Context: an optimization exercise on an open-source flow, tuned for small area. The choices shown serve that exercise and are no tape-out recipe. Only simulation tests tie the RTL to the original design; equivalence was not proved. Power is estimated from default activity; no workload was simulated.

===== flow/run.sh =====
#!/bin/bash
# synth_recipe.tcl (not shown) runs the flow's synth.tcl, then flattens the netlist and writes it again
# the make line also repeats each setting of config.mk as NAME=value (left out here)
make -C /OpenROAD-flow-scripts/flow DESIGN_CONFIG=/design/flow/config.mk WORK_HOME=/design/flow/orfs CLKGATE_MAP_FILE= SYNTH_SCRIPT=/design/flow/synth_recipe.tcl finish

===== flow/config.mk =====
export PLATFORM = sky130hd
export DESIGN_NAME = VGAnscreen
export DESIGN_NICKNAME = VGAnscreen
export VERILOG_FILES = /design/flow/design.v
export SDC_FILE = /design/flow/constraint.sdc
export NUM_CORES = 4
export LEC_CHECK = 0
export CAP_MARGIN = 20
export CORE_MARGIN = 2
export CORE_UTILIZATION = 40
export SLEW_MARGIN = 20

===== flow/constraint.sdc =====
create_clock -name core_clock -period 20.0 [get_ports {clk}]
set_input_delay 4.0000 -clock core_clock [delete_from_list [all_inputs] [get_ports {clk}]]
set_output_delay 4.0000 -clock core_clock [all_outputs]
set_load 0.01 [all_outputs]

===== flow/design.v =====
`timescale 1ns / 1ps
module VGAnscreen(
	input clk,
	output o_hsync,
	output o_vsync,
	output [7:0] o_red,
	output [7:0] o_blue,
	output [7:0] o_green,
	output clkk,
	input start,
	input reset,
	input button0,
	input button1,
	output reg [3:0] temp_number,
	output [3:0] number_to_store,
	output reg [3:0] next_read,
	output reg [3:0] readed_data,
	output time_to_read,
	output reg [2:0] ct1,
	output reg [2:0] ct2,
	output reg [2:0] ct3,
	output reg [2:0] ct4
);
	reg [2:0] ct_start_low_noise;
	reg [2:0] ct_start_high_noise;
	reg [2:0] ct_button0_low_noise;
	reg [2:0] ct_button0_high_noise;
	reg [2:0] ct_button1_low_noise;
	reg [2:0] ct_button1_high_noise;
	reg button0_is_pressed;
	reg button1_is_pressed;
	reg number_is_definite;
	reg start_equal_0_ct_allower;
	reg allow_for_input;
	reg [1:0] buffer1 [0:5];
	reg [1:0] buffer2 [0:5];
	reg [1:0] buffer3 [0:5];
	reg [1:0] buffer4 [0:5];
	reg [2:0] ct_inp;
	reg [10:0] counter_read;
	reg [1:0] nts;
	reg [9:0] ct_dropped, ct_dropped_buffer1, ct_dropped_buffer2, ct_dropped_buffer3, ct_dropped_buffer4;
	reg [9:0] ct_received, ct_received_buffer1, ct_received_buffer2, ct_received_buffer3, ct_received_buffer4;
	reg [9:0] ct_transmitted, ct_transmitted_buffer1, ct_transmitted_buffer2, ct_transmitted_buffer3, ct_transmitted_buffer4;
	reg [4:0] weight1, weight2, weight3, weight4;
	reg [9:0] ctx;
	reg [9:0] cty;
	reg pix_en;
	reg [2:0] rgb;
	integer i;
	assign number_to_store = {2'b00, nts};
	assign time_to_read = 1'b0;
	assign clkk = ctx[0];
	always @(posedge clk) begin
		if (reset == 1'd0) begin
			pix_en <= 1'b0;
			ctx <= 10'd0;
			cty <= 10'd0;
		end else begin
			pix_en <= ~pix_en;
			if (pix_en) begin
				if (ctx < 799)
					ctx <= ctx + 1'b1;
				else
					ctx <= 10'd0;
				if (ctx == 799) begin
					if (cty < 525)
						cty <= cty + 1'b1;
					else
						cty <= 10'd0;
				end
			end
		end
	end
	assign o_hsync = ctx < 96;
	assign o_vsync = cty < 2;
	always @(posedge clk) begin
		if (reset == 1'd0) begin
			allow_for_input <= 1'd0;
			button0_is_pressed <= 1'd0;
			button1_is_pressed <= 1'd0;
			ct1 <= 3'd6;
			ct2 <= 3'd6;
			ct3 <= 3'd6;
			ct4 <= 3'd6;
			weight1 <= 5'd19;
			weight2 <= 5'd21;
			weight3 <= 5'd23;
			weight4 <= 5'd24;
			ct_inp <= 3'd0;
			temp_number <= 4'b0100;
			readed_data <= 4'b0100;
			ct_start_low_noise <= 3'd0;
			ct_start_high_noise <= 3'd0;
			ct_button0_low_noise <= 3'd0;
			ct_button0_high_noise <= 3'd0;
			ct_button1_low_noise <= 3'd0;
			ct_button1_high_noise <= 3'd0;
			ct_dropped <= 10'd0;
			ct_dropped_buffer1 <= 10'd0;
			ct_dropped_buffer2 <= 10'd0;
			ct_dropped_buffer3 <= 10'd0;
			ct_dropped_buffer4 <= 10'd0;
			ct_received <= 10'd0;
			ct_received_buffer1 <= 10'd0;
			ct_received_buffer2 <= 10'd0;
			ct_received_buffer3 <= 10'd0;
			ct_received_buffer4 <= 10'd0;
			ct_transmitted <= 10'd24;
			ct_transmitted_buffer1 <= 10'd6;
			ct_transmitted_buffer2 <= 10'd6;
			ct_transmitted_buffer3 <= 10'd6;
			ct_transmitted_buffer4 <= 10'd6;
			counter_read <= 11'd0;
			number_is_definite <= 1'd0;
			start_equal_0_ct_allower <= 1'b1;
			next_read <= 4'd0;
			nts <= 2'd0;
			for (i = 0; i < 6; i = i + 1) begin
				buffer1[i] <= 2'd0;
				buffer2[i] <= 2'd0;
				buffer3[i] <= 2'd0;
				buffer4[i] <= 2'd0;
			end
		end else begin
			if (start == 1'd0) begin
				if (ct_start_low_noise > 5) begin
					allow_for_input <= 1'd1;
					button0_is_pressed <= 1'd0;
					button1_is_pressed <= 1'd0;
					ct_inp <= 3'd0;
					ct_start_high_noise <= 3'd0;
					ct_start_low_noise <= 3'd0;
					start_equal_0_ct_allower <= 1'b0;
				end else if (start_equal_0_ct_allower == 1'b1) begin
					ct_start_low_noise <= ct_start_low_noise + 1'b1;
				end
			end else begin
				if (ct_start_high_noise > 5) begin
					ct_start_high_noise <= 3'd0;
					ct_start_low_noise <= 3'd0;
					start_equal_0_ct_allower <= 1'b1;
				end else begin
					ct_start_high_noise <= ct_start_high_noise + 1'b1;
				end
			end
			if (ct_inp <= 3'd3 && allow_for_input == 1'd1) begin
				if (button0 == 1'd0 && button0_is_pressed == 1'd0) begin
					if (ct_button0_low_noise > 5) begin
						temp_number[3'd3 - ct_inp[1:0]] <= 1'd0;
						button0_is_pressed <= 1'd1;
						ct_inp <= ct_inp + 3'd1;
						ct_button0_low_noise <= 3'd0;
						start_equal_0_ct_allower <= 1'b1;
					end else begin
						ct_button0_low_noise <= ct_button0_low_noise + 1'b1;
					end
				end
				if (button1 == 1'd0 && button1_is_pressed == 1'd0) begin
					if (ct_button1_low_noise > 5) begin
						temp_number[3'd3 - ct_inp[1:0]] <= 1'd1;
						button1_is_pressed <= 1'd1;
						ct_inp <= ct_inp + 3'd1;
						ct_button1_low_noise <= 3'd0;
						start_equal_0_ct_allower <= 1'b1;
					end else begin
						ct_button1_low_noise <= ct_button1_low_noise + 1'b1;
					end
				end
				if (button0 == 1'd1 && button0_is_pressed == 1'd1) begin
					if (ct_button0_high_noise > 5) begin
						ct_button0_high_noise <= 3'd0;
						button0_is_pressed <= 1'd0;
					end else begin
						ct_button0_high_noise <= ct_button0_high_noise + 1'b1;
					end
				end
				if (button1 == 1'd1 && button1_is_pressed == 1'd1) begin
					if (ct_button1_high_noise > 5) begin
						ct_button1_high_noise <= 3'd0;
						button1_is_pressed <= 1'd0;
					end else begin
						ct_button1_high_noise <= ct_button1_high_noise + 1'b1;
					end
				end
			end
			else if (ct_inp == 3'd4 && number_is_definite == 1'd0) begin
				ct_transmitted <= ct_transmitted + 10'd1;
				nts <= temp_number[1:0];
				number_is_definite <= 1'd1;
			end
			else if (ct_inp == 3'd4 && number_is_definite == 1'd1) begin
				start_equal_0_ct_allower <= 1'b1;
				number_is_definite <= 1'd0;
				if (temp_number[3:2] == 2'b00) begin
					ct_transmitted_buffer1 <= ct_transmitted_buffer1 + 10'd1;
					if (ct1 <= 5) begin
						buffer1[ct1] <= nts;
						ct1 <= ct1 + 3'd1;
					end else begin
						ct_dropped <= ct_dropped + 10'd1;
						ct_dropped_buffer1 <= ct_dropped_buffer1 + 10'd1;
						for (i = 0; i < 5; i = i + 1) buffer1[i] <= buffer1[i + 1];
						buffer1[5] <= nts;
					end
					case (ct1)
						3'd0: weight1 <= 5'd9;
						3'd1: weight1 <= 5'd13;
						3'd2: weight1 <= 5'd15;
						3'd3: weight1 <= 5'd16;
						3'd4: weight1 <= 5'd17;
						3'd5: weight1 <= 5'd19;
						default: ;
					endcase
					if (ct3 == 3'd5 && ct1 == 3'd6) begin
						if (ct2 < 3'd5) weight1 <= 5'd20;
						else weight3 <= 5'd20;
					end
				end else if (temp_number[3:2] == 2'b01) begin
					ct_transmitted_buffer2 <= ct_transmitted_buffer2 + 10'd1;
					if (ct2 <= 5) begin
						buffer2[ct2] <= nts;
						ct2 <= ct2 + 3'd1;
					end else begin
						ct_dropped <= ct_dropped + 10'd1;
						ct_dropped_buffer2 <= ct_dropped_buffer2 + 10'd1;
						for (i = 0; i < 5; i = i + 1) buffer2[i] <= buffer2[i + 1];
						buffer2[5] <= nts;
					end
					case (ct2)
						3'd0: weight2 <= 5'd6;
						3'd1: weight2 <= 5'd8;
						3'd2: weight2 <= 5'd12;
						3'd3: weight2 <= 5'd14;
						3'd4: weight2 <= 5'd18;
						3'd5: weight2 <= 5'd21;
						default: ;
					endcase
					if (ct3 == 3'd5 && ct1 == 3'd6) begin
						if (ct2 < 3'd5) weight1 <= 5'd20;
						else weight3 <= 5'd20;
					end
				end else if (temp_number[3:2] == 2'b10) begin
					ct_transmitted_buffer3 <= ct_transmitted_buffer3 + 10'd1;
					if (ct3 <= 5) begin
						buffer3[ct3] <= nts;
						ct3 <= ct3 + 3'd1;
					end else begin
						ct_dropped <= ct_dropped + 10'd1;
						ct_dropped_buffer3 <= ct_dropped_buffer3 + 10'd1;
						for (i = 0; i < 5; i = i + 1) buffer3[i] <= buffer3[i + 1];
						buffer3[5] <= nts;
					end
					case (ct3)
						3'd0: weight3 <= 5'd3;
						3'd1: weight3 <= 5'd5;
						3'd2: weight3 <= 5'd7;
						3'd3: weight3 <= 5'd11;
						3'd4: weight3 <= 5'd19;
						3'd5: weight3 <= 5'd23;
						default: ;
					endcase
					if (ct3 == 3'd5 && ct1 == 3'd6) begin
						if (ct2 < 3'd5) weight1 <= 5'd20;
						else weight3 <= 5'd20;
					end
				end else begin
					ct_transmitted_buffer4 <= ct_transmitted_buffer4 + 10'd1;
					if (ct4 <= 5) begin
						buffer4[ct4] <= nts;
						ct4 <= ct4 + 3'd1;
					end else begin
						ct_dropped <= ct_dropped + 10'd1;
						ct_dropped_buffer4 <= ct_dropped_buffer4 + 10'd1;
						for (i = 0; i < 5; i = i + 1) buffer4[i] <= buffer4[i + 1];
						buffer4[5] <= nts;
					end
					case (ct4)
						3'd0: weight4 <= 5'd1;
						3'd1: weight4 <= 5'd2;
						3'd2: weight4 <= 5'd4;
						3'd3: weight4 <= 5'd10;
						3'd4: weight4 <= 5'd22;
						3'd5: weight4 <= 5'd24;
						default: ;
					endcase
				end
				ct_inp <= 3'd0;
				allow_for_input <= 1'd0;
			end
			if ((weight4 > weight3) && (weight4 > weight2) && (weight4 > weight1))
				next_read <= {2'd3, buffer4[0]};
			else if ((weight3 > weight4) && (weight3 > weight2) && (weight3 > weight1))
				next_read <= {2'd2, buffer3[0]};
			else if ((weight2 > weight4) && (weight2 > weight3) && (weight2 > weight1))
				next_read <= {2'd1, buffer2[0]};
			else if ((weight1 > weight4) && (weight1 > weight3) && (weight1 > weight2))
				next_read <= {2'd0, buffer1[0]};
			else if ((weight1 == weight2) && (weight2 == weight3) && (weight3 == weight4))
				next_read <= 4'd0;
			else if ((ct1 == 3'd0) && (ct2 == 3'd0) && (ct3 == 3'd0) && (ct4 == 3'd0))
				next_read <= 4'd0;
			if (counter_read < 2000) begin
				counter_read <= counter_read + 1'b1;
			end else begin
				counter_read <= 11'd0;
				if (!(ct1 == 0 && ct2 == 0 && ct3 == 0 && ct4 == 0)) begin
					readed_data <= next_read;
					ct_received <= ct_received + 10'd1;
					case (next_read[3:2])
						2'd0: if (ct1 >= 1) begin
							ct1 <= ct1 - 3'd1;
							ct_received_buffer1 <= ct_received_buffer1 + 10'd1;
							for (i = 0; i < 5; i = i + 1) buffer1[i] <= buffer1[i + 1];
							case (ct1)
								3'd1: weight1 <= 5'd0;
								3'd2: weight1 <= 5'd9;
								3'd3: weight1 <= 5'd13;
								3'd4: weight1 <= 5'd15;
								3'd5: weight1 <= 5'd16;
								3'd6: weight1 <= 5'd17;
								default: weight1 <= 5'd19;
							endcase
						end
						2'd1: if (ct2 >= 1) begin
							ct2 <= ct2 - 3'd1;
							ct_received_buffer2 <= ct_received_buffer2 + 10'd1;
							for (i = 0; i < 5; i = i + 1) buffer2[i] <= buffer2[i + 1];
							case (ct2)
								3'd1: weight2 <= 5'd0;
								3'd2: weight2 <= 5'd6;
								3'd3: weight2 <= 5'd8;
								3'd4: weight2 <= 5'd12;
								3'd5: weight2 <= 5'd14;
								3'd6: weight2 <= 5'd18;
								default: weight2 <= 5'd21;
							endcase
							if (ct3 == 3'd5 && ct1 == 3'd6) begin
								if (ct2 < 3'd6) weight1 <= 5'd20;
								else weight3 <= 5'd20;
							end
						end
						2'd2: if (ct3 >= 1) begin
							ct3 <= ct3 - 3'd1;
							ct_received_buffer3 <= ct_received_buffer3 + 10'd1;
							for (i = 0; i < 5; i = i + 1) buffer3[i] <= buffer3[i + 1];
							case (ct3)
								3'd1: weight3 <= 5'd0;
								3'd2: weight3 <= 5'd3;
								3'd3: weight3 <= 5'd5;
								3'd4: weight3 <= 5'd7;
								3'd5: weight3 <= 5'd11;
								3'd6: weight3 <= 5'd19;
								default: weight3 <= 5'd23;
							endcase
							if (ct3 == 3'd6 && ct1 == 3'd6) begin
								if (ct2 < 3'd5) weight1 <= 5'd20;
								else weight3 <= 5'd20;
							end
						end
						default: if (ct4 >= 1) begin
							ct4 <= ct4 - 3'd1;
							ct_received_buffer4 <= ct_received_buffer4 + 10'd1;
							for (i = 0; i < 5; i = i + 1) buffer4[i] <= buffer4[i + 1];
							case (ct4)
								3'd1: weight4 <= 5'd0;
								3'd2: weight4 <= 5'd1;
								3'd3: weight4 <= 5'd2;
								3'd4: weight4 <= 5'd4;
								3'd5: weight4 <= 5'd10;
								3'd6: weight4 <= 5'd22;
								default: weight4 <= 5'd24;
							endcase
						end
					endcase
				end
			end
		end
	end
	wire [2:0] pix;
	vga_pix pixgen(.ctx(ctx), .cty(cty),
		.cD(ct_dropped), .cR(ct_received), .cT(ct_transmitted),
		.cD1(ct_dropped_buffer1), .cD2(ct_dropped_buffer2), .cD3(ct_dropped_buffer3), .cD4(ct_dropped_buffer4),
		.cR1(ct_received_buffer1), .cR2(ct_received_buffer2), .cR3(ct_received_buffer3), .cR4(ct_received_buffer4),
		.cT1(ct_transmitted_buffer1), .cT2(ct_transmitted_buffer2), .cT3(ct_transmitted_buffer3), .cT4(ct_transmitted_buffer4),
		.ct1(ct1), .ct2(ct2), .ct3(ct3), .ct4(ct4),
		.b1({buffer1[5], buffer1[4], buffer1[3], buffer1[2], buffer1[1], buffer1[0]}),
		.b2({buffer2[5], buffer2[4], buffer2[3], buffer2[2], buffer2[1], buffer2[0]}),
		.b3({buffer3[5], buffer3[4], buffer3[3], buffer3[2], buffer3[1], buffer3[0]}),
		.b4({buffer4[5], buffer4[4], buffer4[3], buffer4[2], buffer4[1], buffer4[0]}),
		.rd(readed_data), .tn(temp_number), .rgb(pix));
	always @(posedge clk) rgb <= pix;
	wire vis = ctx > 144 && ctx <= 783 && cty > 35 && cty <= 514;
	assign o_red = {8{vis & rgb[2]}};
	assign o_green = {8{vis & rgb[1]}};
	assign o_blue = {8{vis & rgb[0]}};
endmodule
module vga_pix(
  input [9:0] ctx, input [9:0] cty,
  input [9:0] cD, cR, cT, cD1, cD2, cD3, cD4, cR1, cR2, cR3, cR4, cT1, cT2, cT3, cT4,
  input [2:0] ct1, ct2, ct3, ct4,
  input [11:0] b1, b2, b3, b4,
  input [3:0] rd, tn,
  output reg [2:0] rgb);
  function [7:0] bcd7; input [6:0] v;
    case (v)
      7'd0: bcd7 = 8'h00;
      7'd1: bcd7 = 8'h01;
      7'd2: bcd7 = 8'h02;
      7'd3: bcd7 = 8'h03;
      7'd4: bcd7 = 8'h04;
      7'd5: bcd7 = 8'h05;
      7'd6: bcd7 = 8'h06;
      7'd7: bcd7 = 8'h07;
      7'd8: bcd7 = 8'h08;
      7'd9: bcd7 = 8'h09;
      7'd10: bcd7 = 8'h10;
      7'd11: bcd7 = 8'h11;
      7'd12: bcd7 = 8'h12;
      7'd13: bcd7 = 8'h13;
      7'd14: bcd7 = 8'h14;
      7'd15: bcd7 = 8'h15;
      7'd16: bcd7 = 8'h16;
      7'd17: bcd7 = 8'h17;
      7'd18: bcd7 = 8'h18;
      7'd19: bcd7 = 8'h19;
      7'd20: bcd7 = 8'h20;
      7'd21: bcd7 = 8'h21;
      7'd22: bcd7 = 8'h22;
      7'd23: bcd7 = 8'h23;
      7'd24: bcd7 = 8'h24;
      7'd25: bcd7 = 8'h25;
      7'd26: bcd7 = 8'h26;
      7'd27: bcd7 = 8'h27;
      7'd28: bcd7 = 8'h28;
      7'd29: bcd7 = 8'h29;
      7'd30: bcd7 = 8'h30;
      7'd31: bcd7 = 8'h31;
      7'd32: bcd7 = 8'h32;
      7'd33: bcd7 = 8'h33;
      7'd34: bcd7 = 8'h34;
      7'd35: bcd7 = 8'h35;
      7'd36: bcd7 = 8'h36;
      7'd37: bcd7 = 8'h37;
      7'd38: bcd7 = 8'h38;
      7'd39: bcd7 = 8'h39;
      7'd40: bcd7 = 8'h40;
      7'd41: bcd7 = 8'h41;
      7'd42: bcd7 = 8'h42;
      7'd43: bcd7 = 8'h43;
      7'd44: bcd7 = 8'h44;
      7'd45: bcd7 = 8'h45;
      7'd46: bcd7 = 8'h46;
      7'd47: bcd7 = 8'h47;
      7'd48: bcd7 = 8'h48;
      7'd49: bcd7 = 8'h49;
      7'd50: bcd7 = 8'h50;
      7'd51: bcd7 = 8'h51;
      7'd52: bcd7 = 8'h52;
      7'd53: bcd7 = 8'h53;
      7'd54: bcd7 = 8'h54;
      7'd55: bcd7 = 8'h55;
      7'd56: bcd7 = 8'h56;
      7'd57: bcd7 = 8'h57;
      7'd58: bcd7 = 8'h58;
      7'd59: bcd7 = 8'h59;
      7'd60: bcd7 = 8'h60;
      7'd61: bcd7 = 8'h61;
      7'd62: bcd7 = 8'h62;
      7'd63: bcd7 = 8'h63;
      7'd64: bcd7 = 8'h64;
      7'd65: bcd7 = 8'h65;
      7'd66: bcd7 = 8'h66;
      7'd67: bcd7 = 8'h67;
      7'd68: bcd7 = 8'h68;
      7'd69: bcd7 = 8'h69;
      7'd70: bcd7 = 8'h70;
      7'd71: bcd7 = 8'h71;
      7'd72: bcd7 = 8'h72;
      7'd73: bcd7 = 8'h73;
      7'd74: bcd7 = 8'h74;
      7'd75: bcd7 = 8'h75;
      7'd76: bcd7 = 8'h76;
      7'd77: bcd7 = 8'h77;
      7'd78: bcd7 = 8'h78;
      7'd79: bcd7 = 8'h79;
      7'd80: bcd7 = 8'h80;
      7'd81: bcd7 = 8'h81;
      7'd82: bcd7 = 8'h82;
      7'd83: bcd7 = 8'h83;
      7'd84: bcd7 = 8'h84;
      7'd85: bcd7 = 8'h85;
      7'd86: bcd7 = 8'h86;
      7'd87: bcd7 = 8'h87;
      7'd88: bcd7 = 8'h88;
      7'd89: bcd7 = 8'h89;
      7'd90: bcd7 = 8'h90;
      7'd91: bcd7 = 8'h91;
      7'd92: bcd7 = 8'h92;
      7'd93: bcd7 = 8'h93;
      7'd94: bcd7 = 8'h94;
      7'd95: bcd7 = 8'h95;
      7'd96: bcd7 = 8'h96;
      7'd97: bcd7 = 8'h97;
      7'd98: bcd7 = 8'h98;
      7'd99: bcd7 = 8'h99;
      default: bcd7 = 8'hxx;
    endcase
  endfunction
  localparam [2:0] WHITE = 3'b111, BLACK = 3'b000, RED = 3'b100, GREEN = 3'b010,
                   BLUE = 3'b001, YELLOW = 3'b110, PURPLE = 3'b101;
  function glyph; input [3:0] code; input [3:0] dx; input [4:0] dy;
    reg top, bot, mid, L, R, M;
    begin
      top = dy < 2; bot = dy >= 18; mid = dy == 9 || dy == 10;
      L = dx < 2; R = dx >= 8; M = dx == 4 || dx == 5;
      case (code)
        4'd0: glyph = top | bot | L | R;
        4'd1: glyph = M;
        4'd2: glyph = top | bot | dy == 10 | dy == 11 | (dy < 12 & R) | (dy >= 10 & L);
        4'd3: glyph = top | bot | mid | R;
        4'd4: glyph = mid | (L & dy < 11) | R;
        4'd5: glyph = top | bot | mid | (L & dy < 11) | (R & dy >= 9);
        4'd6: glyph = top | bot | mid | L | (R & dy >= 9);
        4'd7: glyph = top | R;
        4'd8: glyph = top | bot | mid | L | R;
        4'd9: glyph = top | bot | mid | (L & dy < 11) | R;
        4'd10: glyph = dx == 6 || dx == 7;
        4'd11: glyph = top | M;
        4'd12: glyph = ((dy == 2 || dy == 9) && dx >= 7) || ((dy == 1 || dy == 10) && dx < 9) ||
                       ((dy == 0 || dy == 11) && dx < 8) || (dy == 12 && dx >= 2 && dx < 4) ||
                       (dy >= 13 && dy <= 19 && dx >= dy - 11 && dx <= dy - 9) ||
                       (dx == 9 && dy >= 2 && dy < 9) || (dx == 8 && dy >= 1 && dy < 10) || L;
        4'd13: glyph = ((dy == 0 || dy == 19) && dx < 8) || ((dy == 1 || dy == 18) && dx < 9) ||
                       ((dy == 2 || dy == 17) && dx >= 7) || (dx == 9 && dy >= 2 && dy < 18) ||
                       (dx == 8 && dy >= 1 && dy < 19) || L;
        default: glyph = 1'b0;
      endcase
    end
  endfunction
  reg [3:0] code, dx;
  reg [4:0] dy;
  reg inbox;
  reg [2:0] bg;
  reg [9:0] val;
  reg [7:0] bcd;
  reg lt100;
  reg [2:0] ctq; reg [1:0] bq;
  reg [11:0] bsel;
  reg [2:0] k;
  always @* begin
    code = 4'd15; dx = 4'd0; dy = 5'd0; inbox = 1'b0; bg = WHITE; val = 10'd0; bcd = 8'd0; lt100 = 1'b0;
    ctq = 3'd0; bq = 2'd0; bsel = 12'd0; k = 3'd0;
    if (cty < 70 || cty >= 480) begin
      bg = WHITE;
    end else if (ctx > 550) begin
      if (cty >= 100 && cty < 102 && ctx < 775) bg = BLACK;
      else if ((ctx == 570 || ctx == 571 || ctx == 610 || ctx == 611 || ctx == 650 || ctx == 651 ||
                ctx == 690 || ctx == 691 || ctx == 730 || ctx == 731) && cty < 400) bg = BLACK;
      else if (cty < 100) begin
        if (ctx >= 570 && cty >= 72 && cty < 92) begin
          dy = cty - 10'd72;
          if (ctx >= 586 && ctx < 596) begin inbox = 1; dx = ctx - 10'd586; code = 4'd1; end
          else if (ctx >= 626 && ctx < 636) begin inbox = 1; dx = ctx - 10'd626; code = 4'd2; end
          else if (ctx >= 666 && ctx < 676) begin inbox = 1; dx = ctx - 10'd666; code = 4'd3; end
          else if (ctx >= 706 && ctx < 716) begin inbox = 1; dx = ctx - 10'd706; code = 4'd4; end
          else if (ctx >= 746 && ctx < 756) begin inbox = 1; dx = ctx - 10'd746; code = 4'd11; end
        end
      end else if (ctx < 570) begin
        if (ctx < 561) begin
          dx = ctx - 10'd551;
          if (cty >= 152 && cty < 172) begin inbox = 1; dy = cty - 10'd152; code = 4'd11; end
          else if (cty >= 232 && cty < 252) begin inbox = 1; dy = cty - 10'd232; code = 4'd12; end
          else if (cty >= 312 && cty < 332) begin inbox = 1; dy = cty - 10'd312; code = 4'd13; end
        end
      end else begin
        if (cty >= 152 && cty < 172) dy = cty - 10'd152;
        else if (cty >= 232 && cty < 252) dy = cty - 10'd232;
        else dy = cty - 10'd312;
        if ((cty >= 152 && cty < 172) || (cty >= 232 && cty < 252) || (cty >= 312 && cty < 332)) begin
          if (ctx < 607)      val = (cty < 200) ? cT1 : (cty < 280) ? cR1 : cD1;
          else if (ctx < 647) val = (cty < 200) ? cT2 : (cty < 280) ? cR2 : cD2;
          else if (ctx < 687) val = (cty < 200) ? cT3 : (cty < 280) ? cR3 : cD3;
          else if (ctx < 727) val = (cty < 200) ? cT4 : (cty < 280) ? cR4 : cD4;
          else                val = (cty < 200) ? cT  : (cty < 280) ? cR  : cD;
          lt100 = val < 100;
          bcd = bcd7(val[6:0]);
          if ((ctx >= 577 && ctx < 587) || (ctx >= 617 && ctx < 627) || (ctx >= 657 && ctx < 667) || (ctx >= 697 && ctx < 707)) begin
            inbox = 1; dx = ctx - 10'd577 - (ctx >= 617 ? 10'd40 : 10'd0) - (ctx >= 657 ? 10'd40 : 10'd0) - (ctx >= 697 ? 10'd40 : 10'd0);
            code = lt100 ? bcd[7:4] : 4'd9;
          end else if ((ctx >= 592 && ctx < 602) || (ctx >= 632 && ctx < 642) || (ctx >= 672 && ctx < 682) || (ctx >= 712 && ctx < 722)) begin
            inbox = 1; dx = ctx - 10'd592 - (ctx >= 632 ? 10'd40 : 10'd0) - (ctx >= 672 ? 10'd40 : 10'd0) - (ctx >= 712 ? 10'd40 : 10'd0);
            code = lt100 ? bcd[3:0] : 4'd15;
          end else if (ctx >= 736 && ctx < 746) begin
            inbox = 1; dx = ctx - 10'd736;
            code = lt100 ? 4'd0 : (val < 200) ? 4'd1 : (val < 300) ? 4'd2 : 4'd15;
          end else if (ctx >= 751 && ctx < 761) begin
            inbox = 1; dx = ctx - 10'd751;
            code = lt100 ? bcd[7:4] : 4'd15;
          end else if (ctx >= 766 && ctx < 776) begin
            inbox = 1; dx = ctx - 10'd766;
            code = lt100 ? bcd[3:0] : 4'd15;
          end
        end
      end
    end else if (cty < 115 || cty >= 435) begin
      if (((cty < 72 || (cty >= 113 && cty < 115) || (cty >= 435 && cty < 437) || cty >= 478) && ctx >= 340 && ctx < 420) ||
          ctx == 340 || ctx == 341 || ctx == 418 || ctx == 419) bg = BLACK;
      else if (ctx >= 342 && ctx < 418) begin
        bg = PURPLE;
        dy = (cty < 115) ? cty - 10'd84 : cty - 10'd449;
        inbox = (cty >= 84 && cty < 104) || (cty >= 449 && cty < 469);
        if (ctx < 365)      begin dx = ctx - 10'd352; code = {3'd0, (cty < 115) ? rd[3] : tn[3]}; inbox = inbox && ctx >= 352 && ctx < 362; end
        else if (ctx < 380) begin dx = ctx - 10'd367; code = {3'd0, (cty < 115) ? rd[2] : tn[2]}; inbox = inbox && ctx >= 367 && ctx < 377; end
        else if (ctx < 395) begin dx = ctx - 10'd382; code = {3'd0, (cty < 115) ? rd[1] : tn[1]}; inbox = inbox && ctx >= 382 && ctx < 392; end
        else                begin dx = ctx - 10'd397; code = {3'd0, (cty < 115) ? rd[0] : tn[0]}; inbox = inbox && ctx >= 397 && ctx < 407; end
      end
    end else if (cty < 135 || cty >= 415) begin
      if (ctx >= 379 && ctx < 382) bg = BLACK;
    end else if (cty < 155 || cty >= 395) begin
      if (cty == 395 || cty == 396) begin
        if ((ctx >= 240 && ctx < 280) || (ctx >= 320 && ctx < 360) || (ctx >= 400 && ctx < 440) || (ctx >= 480 && ctx < 520)) bg = BLACK;
      end else if ((cty == 135 || cty == 136 || cty == 413 || cty == 414) && ctx >= 260 && ctx < 502) bg = BLACK;
      else if (ctx == 260 || ctx == 261 || ctx == 340 || ctx == 341 || ctx == 420 || ctx == 421 || ctx == 500 || ctx == 501) begin
        if (!(cty == 135 || cty == 136)) bg = BLACK;
      end
    end else begin
      if ((ctx >= 240 && ctx < 280) || (ctx >= 320 && ctx < 360) || (ctx >= 400 && ctx < 440) || (ctx >= 480 && ctx < 520)) begin
        if (cty == 155 || cty == 156 || cty == 195 || cty == 196 || cty == 235 || cty == 236 || cty == 275 || cty == 276 ||
            cty == 315 || cty == 316 || cty == 355 || cty == 356) bg = BLACK;
        else if (ctx == 240 || ctx == 241 || ctx == 278 || ctx == 279 || ctx == 320 || ctx == 321 || ctx == 358 || ctx == 359 ||
                 ctx == 400 || ctx == 401 || ctx == 438 || ctx == 439 || ctx == 480 || ctx == 481 || ctx == 518 || ctx == 519) bg = BLACK;
        else begin
          if (ctx < 300)      begin ctq = ct1; bsel = b1; bg = RED;    dx = ctx - 10'd256; end
          else if (ctx < 380) begin ctq = ct2; bsel = b2; bg = BLUE;   dx = ctx - 10'd336; end
          else if (ctx < 460) begin ctq = ct3; bsel = b3; bg = YELLOW; dx = ctx - 10'd416; end
          else                begin ctq = ct4; bsel = b4; bg = GREEN;  dx = ctx - 10'd496; end
          if (cty < 197)      begin k = 3'd6; dy = cty - 10'd167; bq = bsel[11:10]; end
          else if (cty < 237) begin k = 3'd5; dy = cty - 10'd207; bq = bsel[9:8]; end
          else if (cty < 277) begin k = 3'd4; dy = cty - 10'd247; bq = bsel[7:6]; end
          else if (cty < 317) begin k = 3'd3; dy = cty - 10'd287; bq = bsel[5:4]; end
          else if (cty < 357) begin k = 3'd2; dy = cty - 10'd327; bq = bsel[3:2]; end
          else                begin k = 3'd1; dy = cty - 10'd367; bq = bsel[1:0]; end
          if (ctq < k) bg = WHITE;
          else begin
            inbox = dx < 10 && dy < 20 && (ctx - 10'd256 < 10'd10 || ctx - 10'd336 < 10'd10 || ctx - 10'd416 < 10'd10 || ctx - 10'd496 < 10'd10)
                    && (cty - 10'd167 < 20 || cty - 10'd207 < 20 || cty - 10'd247 < 20 || cty - 10'd287 < 20 || cty - 10'd327 < 20 || cty - 10'd367 < 20);
            code = (bq == 2'd1) ? 4'd10 : {2'd0, bq};
          end
        end
      end
    end
    rgb = (inbox && glyph(code, dx, dy)) ? BLACK : bg;
  end
endmodule

==> impl_metrics.env, run 1 <==
export IMPL_tns_ps=0
export IMPL_grt_pass1_vias=22800
export IMPL_stdcell_count=4048
export IMPL_crit_type="reg2out"
export IMPL_yosys_top_cells_count="nor2_1, nand2_1, dfxtp_1"
export IMPL_dp_cells=3980
export IMPL_drive_gt1_share_pct=5.42
export IMPL_ys_seq_area_share_pct=26.8
export IMPL_cts_tree="done"
export IMPL_synth_most_common_cell="nor2_1"
export IMPL_area_growth_pct=9.57
export IMPL_peakVddDrop_uv=51.5
export IMPL_numPortBuffers=57
export IMPL_worst_ep_required_time_ps=16000
export IMPL_fill_cells=6170
export IMPL_rows=90
export IMPL_via_per_inst=6.18
export IMPL_avgSynthCellArea_sq_um=7.48
export IMPL_cts_setup_buffers=0
export IMPL_setup_viol=0
export IMPL_clockBufferDepth=3
export IMPL_rsz0062_at_grt="false"
export IMPL_synth_top_area_share_pct=20.9
export IMPL_grt_max_degree=94
export IMPL_period_minus_slack_ps=8130
export IMPL_max_freq_mhz=123
export IMPL_start_util_pct=40.6
export IMPL_yosysTopAreaCell="dfxtp_1"
export IMPL_fin_skew_ps=15.1
export IMPL_cp_end_kind="output port"
export IMPL_wl_per_cell_microns=21.1
export IMPL_ys_warn_count=2
export IMPL_ioPinCount=61
export IMPL_wirelength_microns=85300
export IMPL_numCtsBuffers=37
export IMPL_synthArstFlopShare_pct=0
export IMPL_synth_edff_count=48
export IMPL_antenna_found_initial=0
export IMPL_syn_instance_count=3290
export IMPL_drt_antenna_violating_nets=0
export IMPL_dr_pass1_iters=6
export IMPL_die_y_microns=252
export IMPL_insertion_delay_ps=570
export IMPL_status="no timing/DRC/antenna violations"
export IMPL_num_vias=25000
export IMPL_crit_arrival_ps=4130
export IMPL_htree_levels=2
export IMPL_die_area_sq_um=63500
export IMPL_worstPathMaxFanout=22
export IMPL_dp_hpwl_microns=63000
export IMPL_grt_ovfl_total=0
export IMPL_synth_area_top_cells="dfxtp_1, ha_1, nor2_1"
export IMPL_grt_pass1_wl_microns=133000
export IMPL_slew_violations=0
export IMPL_place_area_sq_um=25700
export IMPL_regToRegSetupSlack_ps=12300
export IMPL_hold_violations=0
export IMPL_worstMarginPinSlew_ps=1180
export IMPL_yosys_most_used_dff="dfxtp_1"
export IMPL_num_nets_final=3386
export IMPL_syn_area_sq_um=24600
export IMPL_track_usage_pct=26.1
export IMPL_cts_hold_buf=0
export IMPL_final_area_sq_um=27000
export IMPL_coreArea_sq_um=60600
export IMPL_yosys_cell_types_count=103
export IMPL_slew_headroom_pct=20.3
export IMPL_cts_sinks=305
export IMPL_die_width_microns=252
export IMPL_hold_class="reg2reg"
export IMPL_clk_pin_slew_ps=60
export IMPL_cts_resized=0
export IMPL_fin_crit_sh_pct=40.7
export IMPL_place_gp_congestion=1.00
export IMPL_clockRootBuffer="clkbuf_16"
export IMPL_drtIter0Drc=2819
export IMPL_leakagePower_nw=9.88
export IMPL_start_kind="register"
export IMPL_drc=0
export IMPL_maxCapViolCount=0
export IMPL_power_density_nw_per_um2=51.2
export IMPL_ys_ff_latch=305
cell type report:
cell class / count / area [sq um] / share of cell area, %
antenna: 1 / 2.50 / 0.00928
clock inverter: 17 / 195 / 0.724
clock buffer: 50 / 1080 / 4.00
timing repair buffer: 118 / 1020 / 3.79
tap: 782 / 978 / 3.63
sequential: 305 / 6590 / 24.4
inverter: 117 / 444 / 1.65
multi-input combinational: 2658 / 16700 / 61.8
cell usage in the layout, fill, tap and decap left out, types with 14 or more instances in the layout:
master,Yosys,final
o31ai_1,21,20
xnor2_1,64,64
a211oi_1,37,37
o22ai_1,22,22
a21oi_1,192,192
o21a_1,32,32
nand2_1,358,358
buf_4,27,61
nor2b_1,36,36
o21ai_0,214,214
clkdlybuf4s50_1,0,56
a32oi_1,14,14
nor2_1,386,386
a22o_1,20,20
a221oi_1,26,26
nor4_1,22,22
inv_1,109,109
a21o_1,18,18
xor2_1,95,95
dfxtp_1,257,255
a22oi_1,14,14
nor3_1,91,91
nand3_1,132,132
nand4_1,78,78
edfxtp_1,48,48
and2_1,25,25
ha_1,144,144
clkbuf_16,0,40
and3_1,57,57
o21ai_1,15,15
a31oi_1,61,61
a311oi_1,15,15
or3_1,53,53
o211ai_1,44,44
a2111oi_0,16,14
mux2i_1,44,44
nand2b_1,48,48
worst paths after layout:
check                                                start                          to  depth (start not counted)
worst max register to register         ctx[1]$_SDFFE_PN0P_           rgb[0]$_SDFF_PP0_                         25
worst min-delay path            allow_for_input$_SDFF_PN0_  allow_for_input$_SDFF_PN0_                          2
worst min register to register  allow_for_input$_SDFF_PN0_  allow_for_input$_SDFF_PN0_                          2
worst max-delay path                   ctx[1]$_SDFFE_PN0P_                   o_blue[7]                          8
metrics by stage:
stage / util (%) / total power (W) / setup WS (ps) / hold WS (ps)
4_1_cts: 44.5 / 0.00140 / 11910 / 467
5_1_grt: 44.5 / 0.00143 / 11600 / 482
3_5_place_dp: 42.4 / 0.000686 / 12500 / 448
6_report: 44.5 / 0.00138 / 11870 / 465
3_3_place_gp: 42.4 / 0.000686 / 12580 / 445
2_1_floorplan: - / 0.000672 / 13540 / 430
cell families after synthesis:
logic type / count (synthesis) / synth area share (%)
simple gates: 1380 / 27.1
compound gates: 918 / 25.2
flops: 305 / 26.8
buf+inv: 329 / 5.71
xor+xnor: 159 / 5.66
fa+ha+maj: 144 / 7.32
mux: 54 / 2.25
other cells: 1 / 0.0152
state kept, by name, indices dropped and copies added, names as in the netlist, 10 cells and up:
name                    flops
ct_transmitted_buffer4     10
cty                        10
buffer4                    12
ct_transmitted_buffer3     10
ct_transmitted             10
ct_received_buffer2        10
buffer3                    12
ct_transmitted_buffer1     10
ct_received                10
ct_dropped_buffer1         10
ct_received_buffer4        10
buffer2                    12
ct_received_buffer3        10
ct_dropped_buffer3         10
buffer1                    12
ct_transmitted_buffer2     10
ct_dropped_buffer2         10
ctx                        10
counter_read               11
ct_dropped                 10
ct_dropped_buffer4         10
ct_received_buffer1        10
worst max-delay path, stage by stage (launching register included):
cell             delay [ps]
dfxtp_1                 890
inv_1                   350
ha_1                    340
a21oi_1                 140
o31ai_1                  80
a22oi_1                 310
o21ai_0                 380
nor2_1                  430
clkdlybuf4s50_1         620
metal layers:
| metal | track usage [%] | vias to the layer above | routed length (microns) |
|---|---|---|---|
| met5 | 0 | - | 0 |
| met4 | 10.1 | 0 | 3230 |
| met3 | 4.13 | 198 | 6600 |
| met2 | 41.2 | 1139 | 37900 |
| met1 | 35.7 | 11700 | 37600 |
| li1 | - | 12000 | - |
where the power goes:
group | internal, W | total (W) | leakage (nW) | switching (W)
combinational | 0.0000112 | 0.0000385 | 6.68 | 0.0000273
sequential | 0.000628 | 0.000635 | 2.57 | 0.00000661
clock | 0.000422 | 0.000709 | 0.633 | 0.000287
==> run 2: changes to the inputs <==
--- a/flow/design.v
+++ b/flow/design.v
@@ -43,5 +43,26 @@
 	reg [9:0] ct_received, ct_received_buffer1, ct_received_buffer2, ct_received_buffer3, ct_received_buffer4;
 	reg [9:0] ct_transmitted, ct_transmitted_buffer1, ct_transmitted_buffer2, ct_transmitted_buffer3, ct_transmitted_buffer4;
+	reg w1_is20, w3_is20;
 	reg [4:0] weight1, weight2, weight3, weight4;
+	always @* begin
+		case (ct1)
+			3'd0: weight1 = 5'd0;  3'd1: weight1 = 5'd9;  3'd2: weight1 = 5'd13; 3'd3: weight1 = 5'd15;
+			3'd4: weight1 = 5'd16; 3'd5: weight1 = 5'd17; default: weight1 = 5'd19;
+		endcase
+		if (w1_is20) weight1 = 5'd20;
+		case (ct2)
+			3'd0: weight2 = 5'd0;  3'd1: weight2 = 5'd6;  3'd2: weight2 = 5'd8;  3'd3: weight2 = 5'd12;
+			3'd4: weight2 = 5'd14; 3'd5: weight2 = 5'd18; default: weight2 = 5'd21;
+		endcase
+		case (ct3)
+			3'd0: weight3 = 5'd0;  3'd1: weight3 = 5'd3;  3'd2: weight3 = 5'd5;  3'd3: weight3 = 5'd7;
+			3'd4: weight3 = 5'd11; 3'd5: weight3 = 5'd19; default: weight3 = 5'd23;
+		endcase
+		if (w3_is20) weight3 = 5'd20;
+		case (ct4)
+			3'd0: weight4 = 5'd0;  3'd1: weight4 = 5'd1;  3'd2: weight4 = 5'd2;  3'd3: weight4 = 5'd4;
+			3'd4: weight4 = 5'd10; 3'd5: weight4 = 5'd22; default: weight4 = 5'd24;
+		endcase
+	end
 	reg [9:0] ctx;
 	reg [9:0] cty;
@@ -84,8 +105,6 @@
 			ct3 <= 3'd6;
 			ct4 <= 3'd6;
-			weight1 <= 5'd19;
-			weight2 <= 5'd21;
-			weight3 <= 5'd23;
-			weight4 <= 5'd24;
+			w1_is20 <= 1'b0;
+			w3_is20 <= 1'b0;
 			ct_inp <= 3'd0;
 			temp_number <= 4'b0100;
@@ -204,16 +223,8 @@
 						buffer1[5] <= nts;
 					end
-					case (ct1)
-						3'd0: weight1 <= 5'd9;
-						3'd1: weight1 <= 5'd13;
-						3'd2: weight1 <= 5'd15;
-						3'd3: weight1 <= 5'd16;
-						3'd4: weight1 <= 5'd17;
-						3'd5: weight1 <= 5'd19;
-						default: ;
-					endcase
+					if (ct1 <= 5) w1_is20 <= 1'b0;
 					if (ct3 == 3'd5 && ct1 == 3'd6) begin
-						if (ct2 < 3'd5) weight1 <= 5'd20;
-						else weight3 <= 5'd20;
+						if (ct2 < 3'd5) w1_is20 <= 1'b1;
+						else w3_is20 <= 1'b1;
 					end
 				end else if (temp_number[3:2] == 2'b01) begin
@@ -228,16 +239,7 @@
 						buffer2[5] <= nts;
 					end
-					case (ct2)
-						3'd0: weight2 <= 5'd6;
-						3'd1: weight2 <= 5'd8;
-						3'd2: weight2 <= 5'd12;
-						3'd3: weight2 <= 5'd14;
-						3'd4: weight2 <= 5'd18;
-						3'd5: weight2 <= 5'd21;
-						default: ;
-					endcase
 					if (ct3 == 3'd5 && ct1 == 3'd6) begin
-						if (ct2 < 3'd5) weight1 <= 5'd20;
-						else weight3 <= 5'd20;
+						if (ct2 < 3'd5) w1_is20 <= 1'b1;
+						else w3_is20 <= 1'b1;
 					end
 				end else if (temp_number[3:2] == 2'b10) begin
@@ -252,16 +254,8 @@
 						buffer3[5] <= nts;
 					end
-					case (ct3)
-						3'd0: weight3 <= 5'd3;
-						3'd1: weight3 <= 5'd5;
-						3'd2: weight3 <= 5'd7;
-						3'd3: weight3 <= 5'd11;
-						3'd4: weight3 <= 5'd19;
-						3'd5: weight3 <= 5'd23;
-						default: ;
-					endcase
+					if (ct3 <= 5) w3_is20 <= 1'b0;
 					if (ct3 == 3'd5 && ct1 == 3'd6) begin
-						if (ct2 < 3'd5) weight1 <= 5'd20;
-						else weight3 <= 5'd20;
+						if (ct2 < 3'd5) w1_is20 <= 1'b1;
+						else w3_is20 <= 1'b1;
 					end
 				end else begin
@@ -276,13 +270,4 @@
 						buffer4[5] <= nts;
 					end
-					case (ct4)
-						3'd0: weight4 <= 5'd1;
-						3'd1: weight4 <= 5'd2;
-						3'd2: weight4 <= 5'd4;
-						3'd3: weight4 <= 5'd10;
-						3'd4: weight4 <= 5'd22;
-						3'd5: weight4 <= 5'd24;
-						default: ;
-					endcase
 				end
 				ct_inp <= 3'd0;
@@ -313,13 +298,5 @@
 							ct_received_buffer1 <= ct_received_buffer1 + 10'd1;
 							for (i = 0; i < 5; i = i + 1) buffer1[i] <= buffer1[i + 1];
-							case (ct1)
-								3'd1: weight1 <= 5'd0;
-								3'd2: weight1 <= 5'd9;
-								3'd3: weight1 <= 5'd13;
-								3'd4: weight1 <= 5'd15;
-								3'd5: weight1 <= 5'd16;
-								3'd6: weight1 <= 5'd17;
-								default: weight1 <= 5'd19;
-							endcase
+							w1_is20 <= 1'b0;
 						end
 						2'd1: if (ct2 >= 1) begin
@@ -327,16 +304,7 @@
 							ct_received_buffer2 <= ct_received_buffer2 + 10'd1;
 							for (i = 0; i < 5; i = i + 1) buffer2[i] <= buffer2[i + 1];
-							case (ct2)
-								3'd1: weight2 <= 5'd0;
-								3'd2: weight2 <= 5'd6;
-								3'd3: weight2 <= 5'd8;
-								3'd4: weight2 <= 5'd12;
-								3'd5: weight2 <= 5'd14;
-								3'd6: weight2 <= 5'd18;
-								default: weight2 <= 5'd21;
-							endcase
 							if (ct3 == 3'd5 && ct1 == 3'd6) begin
-								if (ct2 < 3'd6) weight1 <= 5'd20;
-								else weight3 <= 5'd20;
+								if (ct2 < 3'd6) w1_is20 <= 1'b1;
+								else w3_is20 <= 1'b1;
 							end
 						end
@@ -345,16 +313,8 @@
 							ct_received_buffer3 <= ct_received_buffer3 + 10'd1;
 							for (i = 0; i < 5; i = i + 1) buffer3[i] <= buffer3[i + 1];
-							case (ct3)
-								3'd1: weight3 <= 5'd0;
-								3'd2: weight3 <= 5'd3;
-								3'd3: weight3 <= 5'd5;
-								3'd4: weight3 <= 5'd7;
-								3'd5: weight3 <= 5'd11;
-								3'd6: weight3 <= 5'd19;
-								default: weight3 <= 5'd23;
-							endcase
+							w3_is20 <= 1'b0;
 							if (ct3 == 3'd6 && ct1 == 3'd6) begin
-								if (ct2 < 3'd5) weight1 <= 5'd20;
-								else weight3 <= 5'd20;
+								if (ct2 < 3'd5) w1_is20 <= 1'b1;
+								else w3_is20 <= 1'b1;
 							end
 						end
@@ -363,13 +323,4 @@
 							ct_received_buffer4 <= ct_received_buffer4 + 10'd1;
 							for (i = 0; i < 5; i = i + 1) buffer4[i] <= buffer4[i + 1];
-							case (ct4)
-								3'd1: weight4 <= 5'd0;
-								3'd2: weight4 <= 5'd1;
-								3'd3: weight4 <= 5'd2;
-								3'd4: weight4 <= 5'd4;
-								3'd5: weight4 <= 5'd10;
-								3'd6: weight4 <= 5'd22;
-								default: weight4 <= 5'd24;
-							endcase
 						end
 					endcase
@@ -404,137 +355,42 @@
   output reg [2:0] rgb);
   function [7:0] bcd7; input [6:0] v;
-    case (v)
-      7'd0: bcd7 = 8'h00;
-      7'd1: bcd7 = 8'h01;
-      7'd2: bcd7 = 8'h02;
-      7'd3: bcd7 = 8'h03;
-      7'd4: bcd7 = 8'h04;
-      7'd5: bcd7 = 8'h05;
-      7'd6: bcd7 = 8'h06;
-      7'd7: bcd7 = 8'h07;
-      7'd8: bcd7 = 8'h08;
-      7'd9: bcd7 = 8'h09;
-      7'd10: bcd7 = 8'h10;
-      7'd11: bcd7 = 8'h11;
-      7'd12: bcd7 = 8'h12;
-      7'd13: bcd7 = 8'h13;
-      7'd14: bcd7 = 8'h14;
-      7'd15: bcd7 = 8'h15;
-      7'd16: bcd7 = 8'h16;
-      7'd17: bcd7 = 8'h17;
-      7'd18: bcd7 = 8'h18;
-      7'd19: bcd7 = 8'h19;
-      7'd20: bcd7 = 8'h20;
-      7'd21: bcd7 = 8'h21;
-      7'd22: bcd7 = 8'h22;
-      7'd23: bcd7 = 8'h23;
-      7'd24: bcd7 = 8'h24;
-      7'd25: bcd7 = 8'h25;
-      7'd26: bcd7 = 8'h26;
-      7'd27: bcd7 = 8'h27;
-      7'd28: bcd7 = 8'h28;
-      7'd29: bcd7 = 8'h29;
-      7'd30: bcd7 = 8'h30;
-      7'd31: bcd7 = 8'h31;
-      7'd32: bcd7 = 8'h32;
-      7'd33: bcd7 = 8'h33;
-      7'd34: bcd7 = 8'h34;
-      7'd35: bcd7 = 8'h35;
-      7'd36: bcd7 = 8'h36;
-      7'd37: bcd7 = 8'h37;
-      7'd38: bcd7 = 8'h38;
-      7'd39: bcd7 = 8'h39;
-      7'd40: bcd7 = 8'h40;
-      7'd41: bcd7 = 8'h41;
-      7'd42: bcd7 = 8'h42;
-      7'd43: bcd7 = 8'h43;
-      7'd44: bcd7 = 8'h44;
-      7'd45: bcd7 = 8'h45;
-      7'd46: bcd7 = 8'h46;
-      7'd47: bcd7 = 8'h47;
-      7'd48: bcd7 = 8'h48;
-      7'd49: bcd7 = 8'h49;
-      7'd50: bcd7 = 8'h50;
-      7'd51: bcd7 = 8'h51;
-      7'd52: bcd7 = 8'h52;
-      7'd53: bcd7 = 8'h53;
-      7'd54: bcd7 = 8'h54;
-      7'd55: bcd7 = 8'h55;
-      7'd56: bcd7 = 8'h56;
-      7'd57: bcd7 = 8'h57;
-      7'd58: bcd7 = 8'h58;
-      7'd59: bcd7 = 8'h59;
-      7'd60: bcd7 = 8'h60;
-      7'd61: bcd7 = 8'h61;
-      7'd62: bcd7 = 8'h62;
-      7'd63: bcd7 = 8'h63;
-      7'd64: bcd7 = 8'h64;
-      7'd65: bcd7 = 8'h65;
-      7'd66: bcd7 = 8'h66;
-      7'd67: bcd7 = 8'h67;
-      7'd68: bcd7 = 8'h68;
-      7'd69: bcd7 = 8'h69;
-      7'd70: bcd7 = 8'h70;
-      7'd71: bcd7 = 8'h71;
-      7'd72: bcd7 = 8'h72;
-      7'd73: bcd7 = 8'h73;
-      7'd74: bcd7 = 8'h74;
-      7'd75: bcd7 = 8'h75;
-      7'd76: bcd7 = 8'h76;
-      7'd77: bcd7 = 8'h77;
-      7'd78: bcd7 = 8'h78;
-      7'd79: bcd7 = 8'h79;
-      7'd80: bcd7 = 8'h80;
-      7'd81: bcd7 = 8'h81;
-      7'd82: bcd7 = 8'h82;
-      7'd83: bcd7 = 8'h83;
-      7'd84: bcd7 = 8'h84;
-      7'd85: bcd7 = 8'h85;
-      7'd86: bcd7 = 8'h86;
-      7'd87: bcd7 = 8'h87;
-      7'd88: bcd7 = 8'h88;
-      7'd89: bcd7 = 8'h89;
-      7'd90: bcd7 = 8'h90;
-      7'd91: bcd7 = 8'h91;
-      7'd92: bcd7 = 8'h92;
-      7'd93: bcd7 = 8'h93;
-      7'd94: bcd7 = 8'h94;
-      7'd95: bcd7 = 8'h95;
-      7'd96: bcd7 = 8'h96;
-      7'd97: bcd7 = 8'h97;
-      7'd98: bcd7 = 8'h98;
-      7'd99: bcd7 = 8'h99;
-      default: bcd7 = 8'hxx;
-    endcase
+    begin bcd7[7:4] = v / 7'd10; bcd7[3:0] = v % 7'd10; end
   endfunction
   localparam [2:0] WHITE = 3'b111, BLACK = 3'b000, RED = 3'b100, GREEN = 3'b010,
                    BLUE = 3'b001, YELLOW = 3'b110, PURPLE = 3'b101;
   function glyph; input [3:0] code; input [3:0] dx; input [4:0] dy;
-    reg top, bot, mid, L, R, M;
+    reg top, bot, mid, mid2, L, R, M, M6, yl11, yg9, yl12, yg10;
+    reg s_top, s_bot, s_mid, s_mid2, s_L, s_R, s_Lup, s_Rlo, s_Rup2, s_Llo2, s_M, s_M6;
     begin
-      top = dy < 2; bot = dy >= 18; mid = dy == 9 || dy == 10;
-      L = dx < 2; R = dx >= 8; M = dx == 4 || dx == 5;
+      top = dy < 2; bot = dy >= 18; mid = dy == 9 || dy == 10; mid2 = dy == 10 || dy == 11;
+      yl11 = dy < 11; yg9 = dy >= 9; yl12 = dy < 12; yg10 = dy >= 10;
+      L = dx < 2; R = dx >= 8; M = dx == 4 || dx == 5; M6 = dx == 6 || dx == 7;
+      s_top = 0; s_bot = 0; s_mid = 0; s_mid2 = 0; s_L = 0; s_R = 0; s_Lup = 0; s_Rlo = 0; s_Rup2 = 0; s_Llo2 = 0; s_M = 0; s_M6 = 0;
       case (code)
-        4'd0: glyph = top | bot | L | R;
-        4'd1: glyph = M;
-        4'd2: glyph = top | bot | dy == 10 | dy == 11 | (dy < 12 & R) | (dy >= 10 & L);
-        4'd3: glyph = top | bot | mid | R;
-        4'd4: glyph = mid | (L & dy < 11) | R;
-        4'd5: glyph = top | bot | mid | (L & dy < 11) | (R & dy >= 9);
-        4'd6: glyph = top | bot | mid | L | (R & dy >= 9);
-        4'd7: glyph = top | R;
-        4'd8: glyph = top | bot | mid | L | R;
-        4'd9: glyph = top | bot | mid | (L & dy < 11) | R;
-        4'd10: glyph = dx == 6 || dx == 7;
-        4'd11: glyph = top | M;
-        4'd12: glyph = ((dy == 2 || dy == 9) && dx >= 7) || ((dy == 1 || dy == 10) && dx < 9) ||
-                       ((dy == 0 || dy == 11) && dx < 8) || (dy == 12 && dx >= 2 && dx < 4) ||
-                       (dy >= 13 && dy <= 19 && dx >= dy - 11 && dx <= dy - 9) ||
-                       (dx == 9 && dy >= 2 && dy < 9) || (dx == 8 && dy >= 1 && dy < 10) || L;
-        4'd13: glyph = ((dy == 0 || dy == 19) && dx < 8) || ((dy == 1 || dy == 18) && dx < 9) ||
-                       ((dy == 2 || dy == 17) && dx >= 7) || (dx == 9 && dy >= 2 && dy < 18) ||
-                       (dx == 8 && dy >= 1 && dy < 19) || L;
-        default: glyph = 1'b0;
+        4'd0: begin s_top = 1; s_bot = 1; s_L = 1; s_R = 1; end
+        4'd1: s_M = 1;
+        4'd2: begin s_top = 1; s_bot = 1; s_mid2 = 1; s_Rup2 = 1; s_Llo2 = 1; end
+        4'd3: begin s_top = 1; s_bot = 1; s_mid = 1; s_R = 1; end
+        4'd4: begin s_mid = 1; s_Lup = 1; s_R = 1; end
+        4'd5: begin s_top = 1; s_bot = 1; s_mid = 1; s_Lup = 1; s_Rlo = 1; end
+        4'd6: begin s_top = 1; s_bot = 1; s_mid = 1; s_L = 1; s_Rlo = 1; end
+        4'd7: begin s_top = 1; s_R = 1; end
+        4'd8: begin s_top = 1; s_bot = 1; s_mid = 1; s_L = 1; s_R = 1; end
+        4'd9: begin s_top = 1; s_bot = 1; s_mid = 1; s_Lup = 1; s_R = 1; end
+        4'd10: s_M6 = 1;
+        4'd11: begin s_top = 1; s_M = 1; end
+        default: ;
       endcase
+      glyph = (s_top & top) | (s_bot & bot) | (s_mid & mid) | (s_mid2 & mid2) | (s_L & L) | (s_R & R) |
+              (s_Lup & L & yl11) | (s_Rlo & R & yg9) | (s_Rup2 & R & yl12) | (s_Llo2 & L & yg10) | (s_M & M) | (s_M6 & M6);
+      if (code == 4'd12)
+        glyph = ((dy == 2 || dy == 9) && dx >= 7) || ((dy == 1 || dy == 10) && dx < 9) ||
+                ((dy == 0 || dy == 11) && dx < 8) || (dy == 12 && dx >= 2 && dx < 4) ||
+                (dy >= 13 && dy <= 19 && dx >= dy - 11 && dx <= dy - 9) ||
+                (dx == 9 && dy >= 2 && dy < 9) || (dx == 8 && dy >= 1 && dy < 10) || L;
+      if (code == 4'd13)
+        glyph = ((dy == 0 || dy == 19) && dx < 8) || ((dy == 1 || dy == 18) && dx < 9) ||
+                ((dy == 2 || dy == 17) && dx >= 7) || (dx == 9 && dy >= 2 && dy < 18) ||
+                (dx == 8 && dy >= 1 && dy < 19) || L;
     end
   endfunction
==> flow/flow/run.sh (new file) <==
#!/bin/bash
# Layout flow: the standard synthesis, then an area re-mapping of the combinational logic
# (registers untouched), then the standard layout from floorplan to finish.
set -euo pipefail
W=$(pwd)
R=$W/orfs/results/${FLOW_PLATFORM}/VGAnscreen/base
YOSYS=${YOSYS_EXE:-/OpenROAD-flow-scripts/tools/install/yosys/bin/yosys}
LIB=${FLOW_HOME}/platforms/${FLOW_PLATFORM}/lib/sky130_fd_sc_hd__tt_025C_1v80.lib

# 1. standard synthesis, unchanged
bash standard.sh synth > $W/flow_synth.log 2>&1

# 2. re-map the combinational logic for area; flip-flops keep their instances, names and cells
cp $R/1_2_yosys.v $W/std_1_2_yosys.v
sed -e "s#@LIB@#$LIB#g" -e "s#@IN@#$W/std_1_2_yosys.v#g" -e "s#@OUT@#$W/remap.v#g" \
    -e "s#@ABC@#$W/flow/area.abc#g" -e "s#@TOP@#$FLOW_TOP#g" $W/flow/remap.ys > $W/remap_run.ys
$YOSYS -s $W/remap_run.ys > $W/flow_remap.log 2>&1
cp $W/remap.v $R/1_2_yosys.v
rm -f $R/1_synth.odb $R/1_synth.sdc

# 3. standard layout from the re-mapped netlist
bash standard.sh finish > $W/flow_finish.log 2>&1
test -f $W/out/final.def
==> flow/flow/area.abc (new file) <==
strash; &get -n; &deepsyn -T 300; &put; dch -f; &get -n; &nf -R 1000; &put; topo
==> flow/flow/remap.ys (new file) <==
read_liberty -ignore_miss_func @LIB@
read_verilog @IN@
hierarchy -top @TOP@
blackbox sky130_fd_sc_hd__df* sky130_fd_sc_hd__edf* sky130_fd_sc_hd__sdf* sky130_fd_sc_hd__dl* sky130_fd_sc_hd__conb_1
flatten
opt -fast
stat
abc -liberty @LIB@ -dont_use *lpflow* -dont_use *probe* -dont_use *clkbuf* -dont_use *clkinv* -dont_use *clkdly* -dont_use *dlygate* -dont_use *dlymetal* -script @ABC@
opt_clean -purge
splitnets
opt_clean -purge
hilomap -singleton -hicell sky130_fd_sc_hd__conb_1 HI -locell sky130_fd_sc_hd__conb_1 LO
insbuf -buf sky130_fd_sc_hd__buf_4 A X
opt_clean -purge
stat -liberty @LIB@
write_verilog -noattr -nohex -nodec @OUT@
==> flow/standard.sh (new file) <==
#!/bin/bash
# synth_recipe.tcl (not shown) runs the flow's synth.tcl, then flattens the netlist and writes it again
# the make line also repeats each setting of config.mk as NAME=value (left out here)
make -C /OpenROAD-flow-scripts/flow DESIGN_CONFIG=/design/flow/config.mk WORK_HOME=/design/flow/orfs CLKGATE_MAP_FILE= SYNTH_SCRIPT=/design/flow/synth_recipe.tcl "${@:-finish}"
removed: flow/run.sh
==> run 2 against run 1 <==
Net effect: synthesized area down 37%; global-route usage shrank 0.34 points; clock power fell by 16%; utilization increased by 1.5 points; synthesized cell count down 40%; final area is 34% lower; sequential power down 5.2%; via count fell by 37%; clock skew is 14 ps higher; sequential share of layout area grew 11 points; routed wire length down 37%; critical path depth increased by 23.
==> impl_metrics.env, run 2 <==
export IMPL_post_route_util_pct=46.0
export IMPL_avgSynthCellArea_sq_um=7.96
export IMPL_cts_tree="done"
export IMPL_stdcell_count=2579
export IMPL_grt_pass1_wl_microns=82800
export IMPL_drtIter0Drc=1840
export IMPL_period_minus_slack_ps=7540
export IMPL_hold_start="counter_read[10]$_SDFF_PN0_"
export IMPL_start_util_pct=40.5
export IMPL_worst_ep_required_time_ps=20470
export IMPL_coreArea_sq_um=38600
export IMPL_worstMarginPinSlew_ps=1030
export IMPL_reg2reg_depth=31
export IMPL_dp_hpwl_microns=39400
export IMPL_numPortBuffers=57
export IMPL_max_stage_delay_ps=790
export IMPL_hold_depth=2
export IMPL_hold_class="reg2reg"
export IMPL_holdPathEnd="counter_read[10]$_SDFF_PN0_"
export IMPL_via_per_inst=6.11
export IMPL_cts_resized=0
export IMPL_track_usage_pct=25.8
export IMPL_clockRootBuffer="clkbuf_16"
export IMPL_dp_slack_ps=12720
export IMPL_insertion_delay_ps=560
export IMPL_worst_slack_ps=12460
export IMPL_cts_hold_buf=0
export IMPL_die_y_microns=202
export IMPL_peakVddDrop_uv=60.8
export IMPL_syn_area_sq_um=15600
export IMPL_ioPinCount=61
export IMPL_hold_violations=0
export IMPL_clk_pin_slew_ps=60
export IMPL_cpMaxStageDelayCell="nor3_1"
export IMPL_maxCapViolCount=0
export IMPL_rsz0062_at_grt="false"
export IMPL_fin_skew_ps=29.0
export IMPL_wl_per_cell_microns=20.8
export IMPL_ff_latch_area_sq_um=6230
export IMPL_grt_ovfl_total=0
export IMPL_num_vias=15800
export IMPL_setup_viol=0
export IMPL_drive_gt1_share_pct=4.08
export IMPL_die_width_microns=202
export IMPL_clockBufferDepth=3
export IMPL_regToRegSetupSlack_ps=12460
export IMPL_syn_instance_count=1961
export IMPL_final_common_cell="nor2_1"
export IMPL_num_nets_final=2041
export IMPL_worstPathMaxFanout=31
export IMPL_dp_cells=2517
export IMPL_dr_pass1_iters=8
export IMPL_cts_sinks=287
export IMPL_wirelength_microns=53600
export IMPL_cts_setup_buffers=0
export IMPL_tns_ps=0
export IMPL_htree_levels=2
export IMPL_crit_type="reg2reg"
export IMPL_antenna_found_initial=0
export IMPL_cp_end_kind="register"
export IMPL_place_gp_congestion=0.952
export IMPL_multiInputGateArea_sq_um=8930
export IMPL_fill_cells=3960
export IMPL_start_kind="register"
export IMPL_antennaDiodeCount=0
export IMPL_grt_max_degree=121
export IMPL_r2r_end="rgb[0]$_SDFF_PP0_"
export IMPL_ys_warn_count=2
export IMPL_rr_startpoint="ctx[6]$_SDFFE_PN0P_"
export IMPL_rows=72
export IMPL_fin_crit_sh_pct=37.7
export IMPL_max_freq_mhz=133
export IMPL_area_growth_pct=13.7
export IMPL_final_cell_mix="nor2_1, dfxtp_1, nand2_1"
export IMPL_leakagePower_nw=6.43
export IMPL_slew_headroom_pct=29.3
export IMPL_grt_pass1_vias=14100
export IMPL_drc=0
export IMPL_drt_antenna_violating_nets=0
export IMPL_slew_violations=0
export IMPL_power_density_nw_per_um2=69.2
export IMPL_status="no timing/DRC/antenna violations"
export IMPL_crit_arrival_ps=8010
export IMPL_die_area_sq_um=40600
export IMPL_numCtsBuffers=34
-- run 2: metal layers --
| layer | share of wire, % | global-route usage (%) |
|---|---|---|
| met1 | 45 | 36.3 |
| met3 | 8.8 | 5.02 |
| met5 | 0 | 0 |
| met4 | 2.5 | 7.48 |
| met2 | 44 | 40.1 |
-- run 2: critical path: cells and delay by family (launching register included) --
family,cells,cell delay (ps)
and+or+nand+nor,15,4050
DFF,1,290
buffers and inverters,1,220
AOI/OAI and AO/OA,14,2680
xor gates and xnor gates,1,210
-- run 2: how the worst max path moves through the flow --
stage | from | to | slack (ps) | cells past startpoint
final | ctx[6]$_SDFFE_PN0P_ | rgb[0]$_SDFF_PP0_ | 12460 | 31
after global routing | ctx[6]$_SDFFE_PN0P_ | rgb[0]$_SDFF_PP0_ | 11810 | 31
after CTS | cty[7]$_SDFFE_PN0P_ | o_green[6] | 12480 | 7
after detailed placement | ctx[6]$_SDFFE_PN0P_ | rgb[0]$_SDFF_PP0_ | 12720 | 31
after global placement | ctx[6]$_SDFFE_PN0P_ | rgb[0]$_SDFF_PP0_ | 12990 | 31
after floorplan | cty[4]$_SDFFE_PN0P_ | o_blue[1] | 13850 | 7
-- run 2: final cells by class --
cell class	instances	share of cell area, %
Multi-Input combinational cell	1604	50.4
Sequential cell	287	35.1
Clock buffer	49	5.49
Timing Repair Buffer	86	4.42
Tap cell	518	3.65
Inverter	23	0.487
Clock inverter	12	0.480
-- run 2: where the power goes --
part	switching, W	internal, W	total [W]	leakage [nW]
registers	0.00000754	0.000594	0.000602	2.40
clock network	0.000253	0.000342	0.000595	0.528
logic	0.0000196	0.0000111	0.0000306	3.50
total	0.000280	0.000947	0.00123	6.43
-- run 2: through the flow --
stage / hold slack, ps / total power [W] / area [sq um]
final: 458 / 0.00123 / 17700
after global routing: 465 / 0.00127 / 17700
after CTS: 456 / 0.00124 / 17700
after detailed placement: 448 / 0.000644 / 16700
after global placement: 437 / 0.000644 / 16700
after floorplan: 425 / 0.000629 / 15600

[afterwards: timing with drivers on the ports]
Ports are ideal in the flow. The routed layouts listed here were re-timed in OpenROAD. Step 1 (the two cells are an assumption about what drives the block):
set clk [get_ports {clk}]
set_driving_cell -lib_cell sky130_fd_sc_hd__clkbuf_16 $clk
set_driving_cell -lib_cell sky130_fd_sc_hd__buf_2 [delete_from_list [all_inputs] $clk]
Step 2 moves the port delays by t, midway between the first and last clock arrival at a register: inputs arrive t later, outputs are due t later. That takes back most of the time a late clock gives input paths. a / b / c = no drivers / after step 1 / after step 2; a / b = the first two.
| run | t, ns | setup slack, ns | worst hold slack (ns) | worst setup path after step 2 | cell pins on the clock port's net |
|---|---|---|---|---|---|
| run 1 | 0.624 | 11.868 / 11.811 / 12.305 | 0.465 / 0.465 / 0.465 | register to register | 1 |
| run 2 | 0.599 | 12.461 / 12.461 / 12.461 | 0.458 / 0.458 / 0.458 | register to register | 1 |
After both steps every run listed still meets setup and hold.
